Source: an optimization exercise on an open RTL-to-GDS flow (aim: small area). Production flows keep margins and buffers that such runs may drop. Only simulation tests tie the RTL to the original design; equivalence was not proved. Power and IR drop assume default switching activity.

## Draw_Waveform
module Draw_Waveform(
    input clk_sample,  
    input rst,         
    input waveform_sw,
    input freeze_sw,
    input advanced_sw,
    input [9:0] wave_sample,
    input [11:0] VGA_HORZ_COORD,
    input [11:0] VGA_VERT_COORD,
    input [2:0] colour_select,
    output reg [3:0] VGA_Red_waveform,
    output reg [3:0] VGA_Green_waveform,
    output reg [3:0] VGA_Blue_waveform
    );
    reg [10:0] n;
    reg [7:0]  ng;
    reg [2:0]  ns;
    reg        fdc;           
    reg [7:0]  jq;
    reg [2:0]  jr;
    reg        lap;           
    reg [1:0]  col;           
    reg [10:0] r;             
    reg [12639:0]     sring;   
    reg [9:0]         lb [0:15];    
    reg [9:0]         bk [0:15];    
    reg [15:0]        bk_v;
    reg [6:0]         bk_st;   
    reg [10:0]        last;    
    reg [2:0]         lidx [1:212];
    reg [212*15-1:0]  ering;   
    reg [7:0]         u;       
    reg [7:0]         hm, hn0, hn1;  
    reg               hx;      
    reg               pv;      
    reg [7:0]         pw;
    reg [14:0]        pd;
    wire n_end  = (n == 11'd1279);
    wire ns_end = (ns == 3'd5) || n_end;
    wire step   = (n == 11'd6)   || (n == 11'd165) || (n == 11'd324) || (n == 11'd483) ||
                  (n == 11'd642) || (n == 11'd801) || (n == 11'd960) || (n == 11'd1119) ||
                  (n == 11'd1278);
    wire j_wrap = (jq == 8'd213) && (jr == 3'd1);
    wire rot    = step && (jr == 3'd5);
    wire clear  = step && !j_wrap && !freeze_sw;
    wire fdc_next = freeze_sw && (n_end || fdc);
    wire write_en = !(freeze_sw && fdc_next);
    wire wr     = !rst && write_en;
    wire [10:0] r1    = (r >= 11'd1263) ? 11'd0 : r + 11'd1;
    wire [3:0]  q_due = r1[3:0];
    wire [11:0] xd    = {1'b0, r1} + 12'd16 - {1'b0, n};
    wire [10:0] x     = xd[11] ? xd[10:0] + 11'd1264 : xd[10:0];
    wire [7:0]  xk    = {1'b0, x[10:4]} + (x[3:0] != 4'd0);
    wire [6:0]  st_k  = (xk == 8'd79) ? 7'd0 : xk[6:0];
    wire        w_lb  = (n < 11'd16);
    wire        w_imm = wr && !w_lb && (n[3:0] == q_due);
    wire        w_bk  = wr && !w_lb && (n[3:0] != q_due);
    wire        due   = bk_v[q_due];
    wire        ins   = w_imm || due;
    wire [9:0]  ins_d = w_imm ? wave_sample : bk[q_due];
    wire [6:0]  ins_k = w_imm ? st_k : bk_st;
    reg [12639:0] sring_d;
    integer sp;
    always @(*) begin
  ...
make LEC_CHECK=0 CAP_MARGIN=10 CORE_MARGIN=2 CORE_UTILIZATION=65 CTS_BUF_LIST=sky130_fd_sc_hd__clkbuf_16 CTS_CLUSTER_DIAMETER=45 CTS_CLUSTER_SIZE=30 GPL_TIMING_DRIVEN=0 SETUP_SLACK_MARGIN=0.8 SLEW_MARGIN=10 SYNTH_HIERARCHICAL=1 SYNTH_MEMORY_MAX_BITS=100000 finish   # period 25.0 ns
run.sh (not shown) runs the stock make flow with config.mk's settings and CLKGATE_MAP_FILE= SYNTH_SCRIPT=/design/flow/synth_recipe.tcl, a recipe that flattens the netlist after the stock synthesis.
The first run finished but fails on capacitance limit, slew limit.
Next try:
==> flow/flow/run.sh (new file) <==
#!/bin/bash
# Layout flow: the standard flow (standard.sh) with a leaner clock tree, faster port
# buffers and timing repair limited to sizing and buffering. Synthesis is the standard one,
# unchanged.
#  - clock tree: clkbuf_16 at the sinks (clusters of up to 30 flip-flops within 50 um),
#    clkbuf_8 in the tree, clkbuf_16 at the root, and no dummy loads;
#  - port buffers: buf_4 instead of the default delay-cell buffer;
#  - repair_timing without pin swapping or gate cloning, so that the layout's netlist keeps
#    the synthesized structure.
# Each step's full output goes to a log file of its own in the folder this runs in; ORFS also
# keeps its per-step logs under orfs/logs.
set -euo pipefail
export CTS_ARGS="-sink_clustering_enable -repair_clock_nets -sink_clustering_size 30 -sink_clustering_max_diameter 50 -buf_list sky130_fd_sc_hd__clkbuf_8 -sink_clustering_buffer sky130_fd_sc_hd__clkbuf_16 -root_buf sky130_fd_sc_hd__clkbuf_16 -dont_use_dummy_load"
export BUFFER_PORTS_ARGS="-buffer_cell sky130_fd_sc_hd__buf_4"
export SKIP_PIN_SWAP=1
export SKIP_GATE_CLONING=1
bash standard.sh synth > synth.log 2>&1
bash standard.sh place > place.log 2>&1
bash standard.sh cts > cts.log 2>&1
bash standard.sh finish > route_finish.log 2>&1
==> flow/standard.sh (new file) <==
#!/bin/bash
# synth_recipe.tcl (not shown) runs the flow's synth.tcl, then flattens the netlist and writes it again
# the make line also repeats each setting of config.mk as NAME=value (left out here)
make -C /OpenROAD-flow-scripts/flow DESIGN_CONFIG=/design/flow/config.mk WORK_HOME=/design/flow/orfs CLKGATE_MAP_FILE= SYNTH_SCRIPT=/design/flow/synth_recipe.tcl "${@:-finish}"
==> flow/config.mk (replaced) <==
export PLATFORM = sky130hd
export DESIGN_NAME = Draw_Waveform
export DESIGN_NICKNAME = Draw_Waveform
export VERILOG_FILES = /design/flow/design.v
export SDC_FILE = /design/flow/constraint.sdc
export NUM_CORES = 8
export LEC_CHECK = 0
export CAP_MARGIN = 30
export CORE_MARGIN = 2
export CORE_UTILIZATION = 78
export GPL_TIMING_DRIVEN = 0
export SETUP_SLACK_MARGIN = 0.8
export SLEW_MARGIN = 30
export SYNTH_HIERARCHICAL = 1
export SYNTH_MEMORY_MAX_BITS = 100000
removed: flow/run.sh
After rerunning: The new run reached the layout checks and failed them: slew limit. Routed wire length grows by 4.9%. Die area shrinks by about 17%. Cell area shrinks by 4.7%. Power shrinks by 16%.
Next try:
--- a/flow/config.mk
+++ b/flow/config.mk
@@ -6,10 +6,10 @@
 export NUM_CORES = 8
 export LEC_CHECK = 0
-export CAP_MARGIN = 30
+export CAP_MARGIN = 40
 export CORE_MARGIN = 2
-export CORE_UTILIZATION = 78
+export CORE_UTILIZATION = 76
 export GPL_TIMING_DRIVEN = 0
 export SETUP_SLACK_MARGIN = 0.8
-export SLEW_MARGIN = 30
+export SLEW_MARGIN = 40
 export SYNTH_HIERARCHICAL = 1
 export SYNTH_MEMORY_MAX_BITS = 100000
Result: The new run completed without violations; total power barely changes; clock power hardly moves; worst setup slack gains 0.036 ns; final area came out higher by 0.37%; worst hold slack loses 0.033 ns; area after synthesis stays the same; sequential power barely changes; utilization came out lower by 2.0 points; combinational power barely changes; clock-buffer cell count came out higher by 5; wire length came out lower by 4.8%.

==> afterwards: timing with drivers on the ports <==
How much do the figures lean on ideal ports? The routed layouts below were timed once more, with nothing changed but the port constraints. Step 1 assumes that a clkbuf_16 drives the clock port and a buf_2 every other input. Step 2 moves the port delays by t, midway between the first and last clock arrival at a register: inputs arrive t later, outputs are due t later. That takes back most of the time a late clock gives input paths. Three values: no drivers, after step 1, after step 2; two values: the first two.
| run | t, ns | setup WS [ns] | latest minus earliest clock arrival (ns) | worst slew at a driven data input, ns | pins driven straight from the clock port |
|---|---|---|---|---|---|
| the first run | 1.393 | 0.502 / 0.330 / 0.330 | 0.135 / 0.135 | 0.27 | 1 |
| the second run | 1.514 | 0.367 / 0.338 / 0.338 | 0.262 / 0.262 | 0.17 | 1 |
| the third run | 1.528 | 0.403 / 0.348 / 0.348 | 0.255 / 0.256 | 0.13 | 1 |
For the first run, which loses most, drivers alone change the setup slack by -0.172 ns; drivers and shift together by -0.172 ns.
